This is an optimization exercise on Yosys and OpenROAD, whose aim is a short achievable clock period and few clock cycles, not a production implementation. Only simulation tests tie the RTL to the original design; equivalence was not proved. Power and IR drop assume default switching activity.

Design riscv, start of the top module:
module riscv #(
    parameter logic[31:0] BootVector = 32'h0000_0000
)(
    input logic clk,
    input logic reset,
    output logic halted,
    input logic unhalt,
    output logic[31:0] i_addr,
    input logic[31:0] i_data,
    output logic[31:0] d_addr,
    output logic[31:0] d_wdata,
    output logic[3:0] d_wstrb,
    input logic[31:0] d_rdata
);
    localparam int TagW = 8;
    logic[31:0] pc_f;
    logic[31:0] pc_ct, pc_nx;
    logic[15:0] oh_f;
    logic hit_f, pred_f;
    logic[1:0] ctr_f;
    logic[29:0] ptgt_f;
    logic valid_d;
    logic[31:0] ir_d;
    logic[31:0] pc_d;
    logic hit_d, pred_d;
    logic[1:0] ctr_d;
    logic[29:0] ptgt_d;
    logic lui_d, auipc_d, jal_d, jalr_d, br_d, ld_d, st_d, opimm_d, op_d, ill_d;
    logic[31:0] immpc_d, immalu_d;
    logic stall_d, redir_d;
    logic frz, hold_fd;
    logic[2:0] f3;
    logic[4:0] rd, rs1, rs2;
    logic use_rs1, use_rs2, b_imm, writes;
    logic he1_d, he2_d, hm1_d, hm2_d, sd;
    logic[31:0] pc_imm_d, pc4_d;
    logic valid_e;
    logic[31:0] a_e, b_e, s_e;
    logic fa1_e, fb1_e, fs1_e;
    logic[3:0] cs_e;
    logic[4:0] rs_e;
    logic sub_e, sgn_e, breq_e, brinv_e;
    logic[8:0] rsel_e;
    logic[2:0] mf3_e;
    logic sra_e;
    logic[31:0] dres_e;
    logic[31:0] pc4_e, pc_imm_e;
    logic is_br_e, is_jal_e, is_jalr_e, is_ld_e, is_st_e, wr_e;
    logic[4:0] rd_e;
    logic pred_e, hit_e, dp_e, exc_e;
    logic[1:0] ctr_e;
    logic[29:0] ptgt_e;
    logic[TagW+3:0] pcb_e;
    logic valid_m;
    logic[31:0] res_m, addr_m, wd_m;
    logic[3:0] wstrb_m;
    logic ld_m, wr_m, jalr_m, pred_m, hit_m, exc_m, ctrl_m, taken_m;
  ...
export LEC_CHECK = 0
export ABC_CLOCK_PERIOD_IN_PS = 3000
export CAP_MARGIN = 20
export CORE_MARGIN = 2
export CORE_UTILIZATION = 40
export SLEW_MARGIN = 20
create_clock -name core_clock -period 10.0 [get_ports {clk}]
standard.sh (not shown) runs the stock make flow with config.mk's settings and CLKGATE_MAP_FILE= SYNTH_SCRIPT=/design/flow/synth_recipe.tcl, a recipe that flattens the netlist after the stock synthesis.
==> flow/flow/run.sh <==
#!/bin/bash
set -euo pipefail
MARGIN=${MARGIN:-6.5}
EXTRA=(SETUP_SLACK_MARGIN=$MARGIN "BUFFER_PORTS_ARGS=-buffer_cell sky130_fd_sc_hd__buf_6")
bash standard.sh synth > synth.log 2>&1
bash standard.sh floorplan "${EXTRA[@]}" > floorplan.log 2>&1
bash standard.sh place "${EXTRA[@]}" > place.log 2>&1
bash standard.sh cts "${EXTRA[@]}" > cts.log 2>&1
bash standard.sh route "${EXTRA[@]}" > route.log 2>&1
bash standard.sh finish "${EXTRA[@]}" > finish.log 2>&1
The first run finished with timing, DRC and antenna clean.
Testbench counts at the start, summed over its fixed seeds: cycles 74,559.
Rerun with:
--- a/flow/design.v
+++ b/flow/design.v
@@ -60,23 +60,23 @@
     logic stall_d, redir_d;
     logic frz, hold_fd;
     logic[2:0] f3;
     logic[4:0] rd, rs1, rs2;
     logic use_rs1, use_rs2, b_imm, writes;
     logic he1_d, he2_d, hm1_d, hm2_d, sd;
     logic[31:0] pc_imm_d, pc4_d;
     logic valid_e;
     logic[31:0] a_e, b_e, s_e;
     logic fa1_e, fb1_e, fs1_e;
     logic[3:0] cs_e;
-    logic[4:0] rs_e;
+    logic[4:0] ss_e, rs_e;
     logic sub_e, sgn_e, breq_e, brinv_e;
     logic[8:0] rsel_e;
     logic[2:0] mf3_e;
     logic sra_e;
     logic[31:0] dres_e;
     logic[31:0] pc4_e, pc_imm_e;
     logic is_br_e, is_jal_e, is_jalr_e, is_ld_e, is_st_e, wr_e;
     logic[4:0] rd_e;
     logic pred_e, hit_e, dp_e, exc_e;
     logic[1:0] ctr_e;
     logic[29:0] ptgt_e;
@@ -277,22 +277,23 @@
     end
     always_ff @(posedge clk) begin
         begin
             a_e <= m1m ? mres : rv1;
             b_e <= (b_imm ? immalu_d : (m2m ? mres : rv2)) ^ {32{sub_d}};
             s_e <= m2m ? mres : rv2;
             fa1_e <= m1e;
             fb1_e <= fb1_d;
             fs1_e <= m2e;
             sub_e <= sub_d;
             cs_e <= {m1e & fb1_d, ~m1e & fb1_d, m1e & ~fb1_d, ~m1e & ~fb1_d};
+            ss_e <= ssel;
             rs_e <= ssel & {5{~(lui_d | auipc_d | jal_d | jalr_d) & ~((op_d | opimm_d) & f3 != 3'b000)}};
             sgn_e <= br_d ? ~f3[1] : ~f3[0];
             breq_e <= ~f3[2];
             brinv_e <= f3[0];
             rsel_e <= (lui_d | auipc_d | jal_d | jalr_d) ? 9'h100 :
                       ((op_d | opimm_d) ? {1'b0, 8'h01 << f3} : 9'h001);
             sra_e <= ir_d[30];
             dres_e <= lui_d ? immpc_d : (auipc_d ? pc_imm_d : pc4_d);
             pc4_e <= pc4_d;
             pc_imm_e <= pc_imm_d;
             is_br_e <= br_d & (f3[2:1] != 2'b01);
@@ -330,23 +331,24 @@
     assign eq00 = &(a_e ^ b_e);
     assign eq10 = &(res_m ^ b_e);
     assign eq01 = (a_e == res_m);
     logic cd00, cd10, cd01, cd11;
     assign cd00 = (breq_e ? eq00 : lt00) ^ brinv_e;
     assign cd10 = (breq_e ? eq10 : lt10) ^ brinv_e;
     assign cd01 = (breq_e ? eq01 : lt01) ^ brinv_e;
     assign cd11 = breq_e ^ brinv_e;
     assign cond = (cs_e[0] & cd00) | (cs_e[1] & cd10) | (cs_e[2] & cd01) | (cs_e[3] & cd11);
     logic[31:0] sum;
     logic lt;
-    assign sum = fa1_e ? s10 : s00;
+    assign sum = ({32{ss_e[0]}} & s00) | ({32{ss_e[1]}} & s10) | ({32{ss_e[2]}} & s01a) |
+                 ({32{ss_e[3]}} & s01s) | ({32{ss_e[4]}} & {res_m[30:0], 1'b0});
     assign lt = (cs_e[0] & lt00) | (cs_e[1] & lt10) | (cs_e[2] & lt01);
     logic[31:0] fa, fb, fs;
     assign fa = fa1_e ? res_m : a_e;
     assign fb = fb1_e ? res_m : b_e;
     assign fs = fs1_e ? res_m : s_e;
     logic[63:0] shr64;
     logic[31:0] shr, shl;
     assign shr64 = {{32{sra_e & fa[31]}}, fa} >> fb[4:0];
     assign shr = shr64[31:0];
     assign shl = fa << fb[4:0];
     logic[31:0] alu_res;
=> The new run finished with timing, DRC and antenna clean; clock power hardly moves; routed wire length rises by a few percent; total power rises by a few percent; final cell count rises slightly; via count rises by a few percent.
Testbench counts after the change, summed over its fixed seeds: cycles 74,559.

-- re-timing with driven ports --
The results above use ideal ports. As a check the final layouts listed here were re-extracted and re-timed, cells and wires unchanged. Step 1: set_driving_cell puts a clkbuf_16 on clk and a buf_2 on each other input, an assumption about the parent block. Step 2 also shifts input and output timing later by t, the mid clock arrival at the registers, as if the neighbouring blocks saw the same clock. a / b / c = no drivers / after step 1 / after step 2; a / b = the first two.
run	shift t [ns]	slack for setup (ns)	worst setup path after step 2	pins driven straight from the clock port
the first run	0.986	6.461 / 6.364 / 5.643	input to register	1
the second run	0.971	6.437 / 6.375 / 5.733	input to register	1
After both steps setup and hold are still met in every run listed. The setup slack of the first run, which loses most, moves by -0.097 ns with the drivers and by -0.818 ns with both steps.
